Background: an optimization exercise with open tools, aiming at small area, a short achievable clock period and few clock cycles. Do not read the settings as production practice. Function was checked by simulation only, so behaviour that the tests miss may differ from the original. Power is estimated from default activity; no workload was simulated.

## divider
module divider (
    input div_clk,
    input resetn,
    input div,
    input div_signed,
    input [31:0] x,
    input [31:0] y,
    output [31:0] s,
    output [31:0] r,
    output complete
);
clock: 10.0 ns
lec_check: 0
cap_margin: 20
core_margin: 2
core_utilization: 40
slew_margin: 20
synth_hierarchical: 1
synth_minimum_keep_size: 0
standard.sh (not shown) runs the stock make flow with config.mk's settings and CLKGATE_MAP_FILE= SYNTH_SCRIPT=/design/flow/synth_recipe.tcl, a recipe that flattens the netlist after the stock synthesis.
==> flow/flow/run.sh <==
#!/bin/bash
# The standard layout (standard.sh, so the standard synthesis, floorplan,
# power grid, placement, clock tree and routing), with two changes:
# - the ports are buffered with sky130_fd_sc_hd__buf_1 rather than the delay
#   cell the standard buffer_ports picks on its own;
# - timing repair aims at a 4 ns period (setup margin 6 ns).
# make's full output goes to flow_make.log here; each ORFS step also writes
# its own log under orfs/logs/.
set -euo pipefail
bash standard.sh "BUFFER_PORTS_ARGS=-buffer_cell sky130_fd_sc_hd__buf_1" \
    SETUP_SLACK_MARGIN=6 finish > flow_make.log 2>&1
The first run ran to the end with no violations.
Testbench counts at the start, summed over its fixed seeds: cycles 159,385.
==> next run, changes <==
==> flow/flow/run.sh (replaced) <==
#!/bin/bash
# The standard layout (standard.sh, so the standard synthesis, floorplan,
# power grid, placement, clock tree and routing), with two changes:
# - the ports are buffered with sky130_fd_sc_hd__buf_1 rather than the delay
#   cell the standard buffer_ports picks on its own;
# - timing repair aims at a 4.25 ns period (setup margin 5.75 ns).
# make's full output goes to flow_make.log here; each ORFS step also writes
# its own log under orfs/logs/.
set -euo pipefail
bash standard.sh "BUFFER_PORTS_ARGS=-buffer_cell sky130_fd_sc_hd__buf_1" \
    SETUP_SLACK_MARGIN=5.75 finish > flow_make.log 2>&1
- CORE_UTILIZATION: 40 -> 55
Wire length fell by a few percent.
Worst hold slack loses 4.4 ps.
Cell count decreases by a few percent.
Sequential share of layout area increases by 0.73 points.
Synthesized area stays the same.
Cell area goes down by a few percent.
Global-route usage rose by 7.7 points.

The RTL this note starts from:
==> flow/design.v <==
module oppo (
    input [31:0] in,
    input        cin,
    output [31:0] in_abs
);
    reg [31:0] lo;
    integer l, k;
    always @(*) begin
        lo = {in[30:0], 1'b0};
        for (l = 0; l < 5; l = l + 1)
            for (k = 31; k >= 0; k = k - 1)
                if ((k >> l) & 1)
                    lo[k] = lo[k] | lo[((k >> l) << l) - 1];
    end
    assign in_abs = in ^ ({32{cin}} & lo);
endmodule
module lzd_4 (
    input [3:0] in,
    output [1:0] out,
    output       zero
);
    assign zero = ~(|in); 
    assign out[0] = (in[2] | ~in[1]) & ~in[3];
    assign out[1] = ~(in[3] | in[2]);
endmodule
module lzd_16 (
    input [15:0] in,
    output [3:0] out,
    output       zero
);
    wire [3:0] z;
    wire [1:0] out_2 [3:0];
    lzd_4 lzd_4_0(in[15:12], out_2[0], z[0]);
    lzd_4 lzd_4_1(in[11: 8], out_2[1], z[1]);
    lzd_4 lzd_4_2(in[ 7: 4], out_2[2], z[2]);
    lzd_4 lzd_4_3(in[ 3: 0], out_2[3], z[3]);
    assign out[2] = z[0] & (~z[1] | z[2] & ~z[3]);
    assign out[3] = z[0] & z[1] & (~z[2] | ~z[3]);
    assign out[1:0] = {2{~out[3] & ~out[2]}} & out_2[0]
                    | {2{~out[3] &  out[2]}} & out_2[1]
                    | {2{ out[3] & ~out[2]}} & out_2[2]
                    | {2{ out[3] &  out[2]}} & out_2[3];
    assign zero = &z;
endmodule
module lzd_32 (
    input [31:0] in,
    output [4:0] out,
    output       zero
);
    wire [1:0] z;
    wire [3:0] out_3_0 [1:0];
    lzd_16 lzd_16_0(in[31:16], out_3_0[0], z[0]);
    lzd_16 lzd_16_1(in[15: 0], out_3_0[1], z[1]);
    assign out[4] = z[0];
    assign out[3:0] = {4{~z[0]}} & out_3_0[0] |
                      {4{ z[0]}} & out_3_0[1];
    assign zero = z[0] & z[1];
endmodule
module align (
    input        div_signed,
    input [31:0] x,
    input [31:0] y,
    output       qzero,
    output [4:0] sh,
    output       short,
    output       one
);
    wire sx = div_signed & x[31];
    wire sy = div_signed & y[31];
    wire [5:0] lzxp = lzc(x);
    wire [5:0] lzxn = lzc({~x[30:0], 1'b1});
    wire [5:0] lzyp = lzc(y);
    wire [5:0] lzyn = lzc({~y[31:1], 1'b1});
    wire [5:0] lzx = sx ? lzxn : lzxp;
    wire [5:0] lzy = sy ? lzyn : lzyp;
    assign qzero = lzx > lzy;
    assign sh    = lzy[4:0] - lzx[4:0];
    assign short = (lzy == lzx) | (lzy == lzx + 6'd1);
    assign one   = (y == 32'd1) | (div_signed & (&y));
    function [5:0] lzc;
        input [31:0] v;
        reg [7:0] z;           
        reg [15:0] n;          
        reg [3:0] zh;          
        reg [1:0] c16 [0:1];
        reg [3:0] o16 [0:1];
        reg [1:0] z16;
        integer k, h;
        reg [3:0] nb;
        begin
            for (k = 0; k < 8; k = k + 1) begin
                nb = v[31 - 4*k -: 4];
                z[k] = ~(|nb);
                n[2*k]   = (nb[2] | ~nb[1]) & ~nb[3];
                n[2*k+1] = ~(nb[3] | nb[2]);
            end
            for (h = 0; h < 2; h = h + 1) begin
                o16[h][2] = z[4*h] & (~z[4*h+1] | z[4*h+2] & ~z[4*h+3]);
                o16[h][3] = z[4*h] & z[4*h+1] & (~z[4*h+2] | ~z[4*h+3]);
                o16[h][1:0] = {2{~o16[h][3] & ~o16[h][2]}} & n[8*h+1 -: 2]
                            | {2{~o16[h][3] &  o16[h][2]}} & n[8*h+3 -: 2]
                            | {2{ o16[h][3] & ~o16[h][2]}} & n[8*h+5 -: 2]
                            | {2{ o16[h][3] &  o16[h][2]}} & n[8*h+7 -: 2];
                z16[h] = &z[4*h+3 -: 4];
            end
            lzc[5] = z16[0] & z16[1];
            lzc[4] = z16[0] & ~z16[1];
            lzc[3:0] = z16[0] ? o16[1] : o16[0];
        end
    endfunction
endmodule
module divider (
    input div_clk,
    input resetn,
    input div,
    input div_signed,
    input [31:0] x,
    input [31:0] y,
    output [31:0] s,
    output [31:0] r,
    output complete
);
    wire sx = div_signed & x[31];
    wire sy = div_signed & y[31];
    wire [31:0] xa;
    oppo oppo_x(x, sx, xa);
    wire        qzero;
    wire [4:0]  sh;
    wire        short, one;
    align al(div_signed, x, y, qzero, sh, short, one);
    wire        fast = qzero | one;
    reg [3:0]  cnt;
    wire [4:0]  she   = {cnt & {4{ld}}, 1'b0};
    wire [33:0] ysrc  = {2'b11, y ^ {32{~sy}}};
    wire [33:0] fill  = {34{~sy}} & ~({34{1'b1}} << she);
    wire [33:0] dinit = (ysrc << she) | fill;
    reg [31:0] R;
    reg [33:0] D;
    reg [31:0] Q;
    reg        ld, busy, fin;
    reg        rc, rq, rr;
    wire [35:0] a  = {4'b0, R};
    wire [35:0] b1 = {2'b11, D};
    wire [35:0] b2 = {1'b1, D, rc};
    wire [35:0] cs = a ^ b1 ^ b2;
    wire [35:0] cc = {(a[34:0] & b1[34:0]) | (a[34:0] & b2[34:0]) | (b1[34:0] & b2[34:0]), rc};
    wire [35:0] t1 = padd(a,  b1, rc);
    wire [35:0] t2 = padd(a,  b2, rc);
    wire [35:0] t3 = padd(cs, cc, rc);
    wire ok1 = ~t1[35];
    wire ok2 = ~t2[35];
    wire ok3 = ~t3[35];
    wire [31:0] rn = ok3 ? t3[31:0] : ok2 ? t2[31:0] : ok1 ? t1[31:0] : R;
    always @(posedge div_clk) begin
        if (div) begin
            cnt <= sh[4:1];
            rc  <= ~sy;
            rq  <= sx ^ sy;
            rr  <= sx;
        end
        if (div | ld) begin
            R   <= xa & {32{~one}};
            D   <= dinit;
            Q   <= xa & {32{one}};
        end else begin
            R   <= rn;
            D   <= {2'b11, D[33:2]};
            Q   <= {Q[29:0], ok2, ok3 | (ok1 & ~ok2)};
            cnt <= cnt - 1'b1;
        end
    end
    always @(posedge div_clk) begin
        if (~resetn) begin
            ld   <= 1'b0;
            busy <= 1'b0;
            fin  <= 1'b0;
        end else begin
            ld   <= div & ~fast & ~short;
            busy <= (div & ~one & short) | ld | (busy & (|cnt));
            fin  <= (div & fast) | (busy & ~(|cnt));
        end
    end
    oppo oppo_s(Q, rq, s);
    oppo oppo_r(R, rr, r);
    assign complete = fin;
    function [35:0] padd;
        input [35:0] a;
        input [35:0] b;
        input        ci;
        reg   [35:0] hp;
        reg   [36:0] g, p;
        integer l, i;
        begin
            hp = a ^ b;
            g = {a & b, ci};
            p = {hp, 1'b0};
            for (l = 0; l < 6; l = l + 1)
                for (i = 36; i >= 0; i = i - 1)
                    if ((i >> l) & 1) begin
                        g[i] = g[i] | (p[i] & g[((i >> l) << l) - 1]);
                        p[i] = p[i] & p[((i >> l) << l) - 1];
                    end
            padd = hp ^ g[35:0];
        end
    endfunction
endmodule
clock: 10.0 ns
lec_check: 0
cap_margin: 20
core_margin: 2
core_utilization: 40
slew_margin: 20
synth_hierarchical: 1
synth_minimum_keep_size: 0
==> flow/flow/run.sh <==
#!/bin/bash
# The standard layout (standard.sh, so the standard synthesis, floorplan,
# power grid, placement, clock tree and routing), with two changes:
# - the ports are buffered with sky130_fd_sc_hd__buf_1 rather than the delay
#   cell the standard buffer_ports picks on its own;
# - timing repair aims at a 4.5 ns period (setup margin 5.5 ns).
# make's full output goes to flow_make.log here; each ORFS step also writes
# its own log under orfs/logs/.
set -euo pipefail
bash standard.sh "BUFFER_PORTS_ARGS=-buffer_cell sky130_fd_sc_hd__buf_1" \
    SETUP_SLACK_MARGIN=5.5 finish > flow_make.log 2>&1
The baseline passed the timing, DRC and antenna checks.
Testbench counts at the start, summed over its fixed seeds: cycles 159,385.
Edit:
Settings changed: CORE_UTILIZATION 40 to 55.
Effect: Final area decreases by 0.63%; sequential power came out higher by about 2%; setup slack is better by 0.019 ns; register-to-register slack got worse by 0.03 ns; total power barely changes; non-clock buffer count rose by 1.
Edit:
--- a/flow/flow/run.sh
+++ b/flow/flow/run.sh
@@ -5,3 +5,3 @@
 #   cell the standard buffer_ports picks on its own;
-# - timing repair aims at a 4.5 ns period (setup margin 5.5 ns).
+# - timing repair aims at a 5 ns period (setup margin 5 ns).
 # make's full output goes to flow_make.log here; each ORFS step also writes
@@ -10,2 +10,2 @@
 bash standard.sh "BUFFER_PORTS_ARGS=-buffer_cell sky130_fd_sc_hd__buf_1" \
-    SETUP_SLACK_MARGIN=5.5 finish > flow_make.log 2>&1
+    SETUP_SLACK_MARGIN=5 finish > flow_make.log 2>&1
Settings changed: CORE_UTILIZATION 55 to 40.
Sequential power hardly moves. Worst setup slack got worse by 0.40 ns. Die area climbs by well over a third. First-iteration DRC count drops by a quarter to a third. Wire length climbs slightly. Total power drops by a few percent. Hold slack improved by 0.0052 ns. Design area drops by a few percent. Critical path depth climbs by 6. Combinational power drops by a few percent.

==> static timing again, ports no longer ideal <==
Ports are ideal in the flow. The routed layouts listed here were re-timed in OpenROAD. Step 1, drivers: a clkbuf_16 drives div_clk and a buf_2 each remaining input, both assumed. Step 2 also shifts input and output timing later by t, the mid clock arrival at the registers, as if the neighbouring blocks saw the same clock. Slacks: ideal ports / drivers / drivers and shift; pairs: ideal ports / drivers.
| run | t (ns) | setup slack, ns | cell pins on the clock port's net |
|---|---|---|---|
| the first run of note 1 | 0.414 | 5.565 / 5.517 / 5.212 | 1 |
| the second run of note 1 | 0.415 | 5.524 / 5.473 / 5.103 | 1 |
| the first run of note 2 | 0.413 | 5.502 / 5.537 / 5.123 | 1 |
| the second run of note 2 | 0.417 | 5.521 / 5.471 / 5.164 | 1 |
| the third run of note 2 | 0.420 | 5.121 / 5.150 / 4.730 | 1 |
After both steps setup and hold are still met in every run listed. The setup slack of the second run of note 1, which loses most, moves by -0.051 ns with the drivers and by -0.421 ns with both steps.
